This design comes from an exercise in tuning for a short achievable clock period and few clock cycles on the open sky130 flow, not from production work.
The RTL was checked by simulation tests, not by an equivalence proof against the original design.
Power and IR drop assume default switching activity.

Setup of T:
// cpu
module cpu #(
    parameter W = 32
) (
    input wire clk, rst,
    output wire[W-1:0] pc,
    input wire[W-1:0] read_inst,
    output reg load_en,
    output reg[W-1:0] l_addr,
    input wire[W-1:0] l_data,
    output reg store_en,
    output reg[W-1:0] s_addr,
    output reg[W-1:0] s_data
);
    reg [31:0] pc_r;             
    reg [31:0] pc_n;             
    assign pc = pc_r;
    reg        vD;
    reg [31:0] ir;
    reg [31:0] pcD, pc4D;
    reg [31:0] pc4Dn;            
    reg [31:0] rsF, rtF;         
    reg        w_we;             
    reg [4:0]  w_dest;
    reg [31:0] w_val;
    reg        fhitD, fokD, fptD;    
    reg        pd_bb, pd_j, pd_rs, pd_rt;
    reg        stall_r;          
    reg        vE;
    reg [31:0] A, B, SD, ALT;
    reg [31:0] An;               
    reg        e_add, e_sub, e_and, e_or, e_xor, e_nor, e_slt, e_sltu, e_sll, e_srl, e_sra;
    reg        e_load, e_store, e_we;
    reg [4:0]  e_dest;
    reg [2:0]  e_mode;
    reg        e_br, e_jr, e_pred;
    reg [2:0]  e_bt;             
    reg        r_eq, r_ne, r_le, r_gt, r_lt, r_ge, r_jr;
    reg        e_sdld;           
    reg        e_sdfw, e_altfw;   
    reg [1:0]  e_sdm;            
    reg [31:0] pcE, e_btgt;
  ...
For scale: about 8,400 cells after synthesis, about 0.11 mm2 of cells after synthesis.
make LEC_CHECK=0 ABC_CLOCK_PERIOD_IN_PS=2500 CAP_MARGIN=20 CORE_MARGIN=2 CORE_UTILIZATION=40 PLACE_DENSITY=0.6 SETUP_SLACK_MARGIN=4.5 SLEW_MARGIN=20 TNS_END_PERCENT=100 finish   # period 7.5 ns
run.sh (not shown) runs the stock make flow with config.mk's settings and CLKGATE_MAP_FILE= SYNTH_SCRIPT=/design/flow/synth_recipe.tcl, a recipe that flattens the netlist after the stock synthesis.
T: full flow OK, the timing, design-rule and antenna checks passed
Testbench counts of T, summed over its fixed seeds: cycles 52,872.
diff inputs: T => P
-- flow/design.v --
<<< T, line 25
    reg        fhitD, fokD, fptD;    
    reg        pd_bb, pd_j, pd_rs, pd_rt;
    reg        stall_r;          
    reg        vE;
    reg [31:0] A, B, SD, ALT;
>>> P, line 25
    reg        fhitD, fokD, fptD;    
    reg        pd_bb, pd_j, pd_rs, pd_rt;
    reg        vE;
    reg [31:0] A, B, SD, ALT;
<<< T, line 160
    wire e_ld = vE & e_load & e_we;
    wire use_rt_x = use_rt & ~d_store;      
    wire stall = vD & stall_r;
    wire d_sdld = e_ld & (rt == e_dest);
    wire e_fwd_ok = vE & e_we & ~e_load;
>>> P, line 159
    wire e_ld = vE & e_load & e_we;
    wire use_rt_x = use_rt & ~d_store;      
    wire stall = vD & e_ld &
                 ((pd_rs & (rs == e_dest)) | (pd_rt & (rt == e_dest)));
    wire d_sdld = e_ld & (rt == e_dest);
    wire e_fwd_ok = vE & e_we & ~e_load;
<<< T, line 287
                       selA_fwd ? e_rest : A_early;
    wire go_E = vD & ~stall & ~e_redirect & ~rst;
    always @(posedge clk)
        stall_r <= go_E & d_load & d_we &
                   ((f_use_rs & (f_rs == d_dest)) | (f_use_rt & (f_rt == d_dest)));
    always @(posedge clk) begin
        if (rst) vE <= 1'b0;
>>> P, line 287
                       selA_fwd ? e_rest : A_early;
    wire go_E = vD & ~stall & ~e_redirect & ~rst;
    always @(posedge clk) begin
        if (rst) vE <= 1'b0;
--- outcome ---
Compared with T, P shows a lower multi-input logic portion of the cell area. Share of synthesized cell area in full adder, half adder and majority cells of T is on par with P. On global routing usage on met1: between P and T, it ends up higher for T. Looking at combinational share of power across P and T, the one that comes out lower is P. Clock group total power of T is on par with P. Core occupancy in the finished layout: P vs T up 0.16 points. Diff T -> P | wire length of the first global-routing pass | decrease of 1.9%. Going from T to P, setup slack on the worst flop-to-flop path now larger; layout buffering overhead excluding clock cells level. Going from T to P, synthesized cell area moved down, via count -about 2.5%, area added between synthesis and finish moved up.
Testbench counts of P, summed over its fixed seeds: cycles 52,872.

* * *

Another version of the RTL of cpu (not shown whole).
For scale: ~8400 cells after synthesis.
## cpu
module cpu #(
    parameter W = 32
) (
    input wire clk, rst,
    output wire[W-1:0] pc,
    input wire[W-1:0] read_inst,
    output reg load_en,
    output reg[W-1:0] l_addr,
    input wire[W-1:0] l_data,
    output reg store_en,
    output reg[W-1:0] s_addr,
    output reg[W-1:0] s_data
);
clock: 7.5 ns
lec_check: 0
abc_clock_period_in_ps: 2500
cap_margin: 20
core_margin: 2
core_utilization: 40
place_density: 0.6
setup_slack_margin: 4.5
slew_margin: 20
tns_end_percent: 100
The baseline produced a clean layout.
Testbench counts at the start, summed over its fixed seeds: cycles 52,872.
Change:
--- a/flow/design.v
+++ b/flow/design.v
@@ -17,21 +17,20 @@
     reg        vD;
     reg [31:0] ir;
     reg [31:0] pcD, pc4D;
     reg [31:0] pc4Dn;            
     reg [31:0] rsF, rtF;         
     reg        w_we;             
     reg [4:0]  w_dest;
     reg [31:0] w_val;
     reg        fhitD, fokD, fptD;    
     reg        pd_bb, pd_j, pd_rs, pd_rt;
-    reg        stall_r;          
     reg        vE;
     reg [31:0] A, B, SD, ALT;
     reg [31:0] An;               
     reg        e_add, e_sub, e_and, e_or, e_xor, e_nor, e_slt, e_sltu, e_sll, e_srl, e_sra;
     reg        e_load, e_store, e_we;
     reg [4:0]  e_dest;
     reg [2:0]  e_mode;
     reg        e_br, e_jr, e_pred;
     reg [2:0]  e_bt;             
     reg        r_eq, r_ne, r_le, r_gt, r_lt, r_ge, r_jr;
@@ -152,21 +151,22 @@
     reg [4:0] d_dest;
     always @(*) begin
         if (rtype) d_dest = (d_rr | d_shi | d_shv | d_jalr) ? rd : 5'd0;
         else if (d_jal) d_dest = 5'd31;
         else if (d_imm | d_load) d_dest = rt;
         else d_dest = 5'd0;
     end
     wire d_we = (d_dest != 5'd0);
     wire e_ld = vE & e_load & e_we;
     wire use_rt_x = use_rt & ~d_store;      
-    wire stall = vD & stall_r;
+    wire stall = vD & e_ld &
+                 ((pd_rs & (rs == e_dest)) | (pd_rt & (rt == e_dest)));
     wire d_sdld = e_ld & (rt == e_dest);
     wire e_fwd_ok = vE & e_we & ~e_load;
     wire [4:0] f_rs = read_inst[25:21];
     wire [4:0] f_rt = read_inst[20:16];
     wire [31:0] f_rsv = (f_rs == 5'd0) ? 32'b0 : regs[f_rs];
     wire [31:0] f_rtv = (f_rt == 5'd0) ? 32'b0 : regs[f_rt];
     wire [31:0] rf_rs = (w_we & (w_dest == rs)) ? w_val : rsF;
     wire [31:0] rf_rt = (w_we & (w_dest == rt)) ? w_val : rtF;
     wire fE_rs = e_fwd_ok & (e_dest == rs);
     wire fE_rt = e_fwd_ok & (e_dest == rt);
@@ -279,23 +279,20 @@
         else if (d_shi) B_early = {27'b0, ir[10:6]};
         else if (d_shv) B_early = rs_m;
         else if (d_lui) B_early = {im, 16'b0};
         else if (d_imm & op[2]) B_early = zext;             
         else if (d_imm | d_load | d_store) B_early = sext;
         else B_early = rt_m;
     end
     wire [31:0] A_nx = (selA_fwd & e_add) ? sum_a : (selA_fwd & e_sub) ? sum_s :
                        selA_fwd ? e_rest : A_early;
     wire go_E = vD & ~stall & ~e_redirect & ~rst;
-    always @(posedge clk)
-        stall_r <= go_E & d_load & d_we &
-                   ((f_use_rs & (f_rs == d_dest)) | (f_use_rt & (f_rt == d_dest)));
     wire go_Er = vD & ~stall & ~rst;         
     always @(posedge clk) begin
         if (rst) vE <= 1'b0;
         else vE <= go_E;
         A <= A_nx;
         An <= ~A_nx;
         if (selB_fwd & e_add) B <= sum_a;
         else if (selB_fwd & e_sub) B <= sum_s;
         else if (selB_fwd) B <= e_rest;
         else B <= B_early;
After rerunning: The changed run passed the timing, design-rule and antenna checks; utilization increases by 1.0 points; setup slack got worse by 0.041 ns; power increases by 1.9%; global-route usage increases by 0.88 points; clock power barely changes; worst hold slack improved by 0.057 ns.
Testbench counts after the change, summed over its fixed seeds: cycles 52,872.

-- static timing again, ports no longer ideal --
How much do the figures lean on ideal ports? The routed layouts below were timed once more, with nothing changed but the port constraints. Step 1 (the two cells are an assumption about what drives the block):
set clk [get_ports {clk}]
set_driving_cell -lib_cell sky130_fd_sc_hd__clkbuf_16 $clk
set_driving_cell -lib_cell sky130_fd_sc_hd__buf_2 [delete_from_list [all_inputs] $clk]
Step 2 moves the port delays by t, midway between the first and last clock arrival at a register: inputs arrive t later, outputs are due t later. That takes back most of the time a late clock gives input paths. Three values: ideal ports, drivers, drivers and shift; two values: the first two.
| run | t, ns | setup WS [ns] | worst register clock-pin slew, ns | worst data-port slew with drivers (ns) | cell pins on the clock port's net |
|---|---|---|---|---|---|
| T | 0.991 | 4.159 / 4.159 / 3.247 | 0.08 / 0.08 | 0.48 | 1 |
| P | 0.962 | 4.213 / 4.213 / 3.254 | 0.07 / 0.07 | 0.30 | 1 |
| the first run of note 2 | 0.980 | 4.095 / 4.095 / 3.331 | 0.07 / 0.07 | 0.31 | 1 |
| the second run of note 2 | 0.986 | 4.054 / 4.054 / 3.309 | 0.07 / 0.07 | 0.40 | 1 |
After both steps every run listed still meets setup and hold. The setup slack of P, which loses most, moves by 0.000 ns with the drivers and by -0.959 ns with both steps.
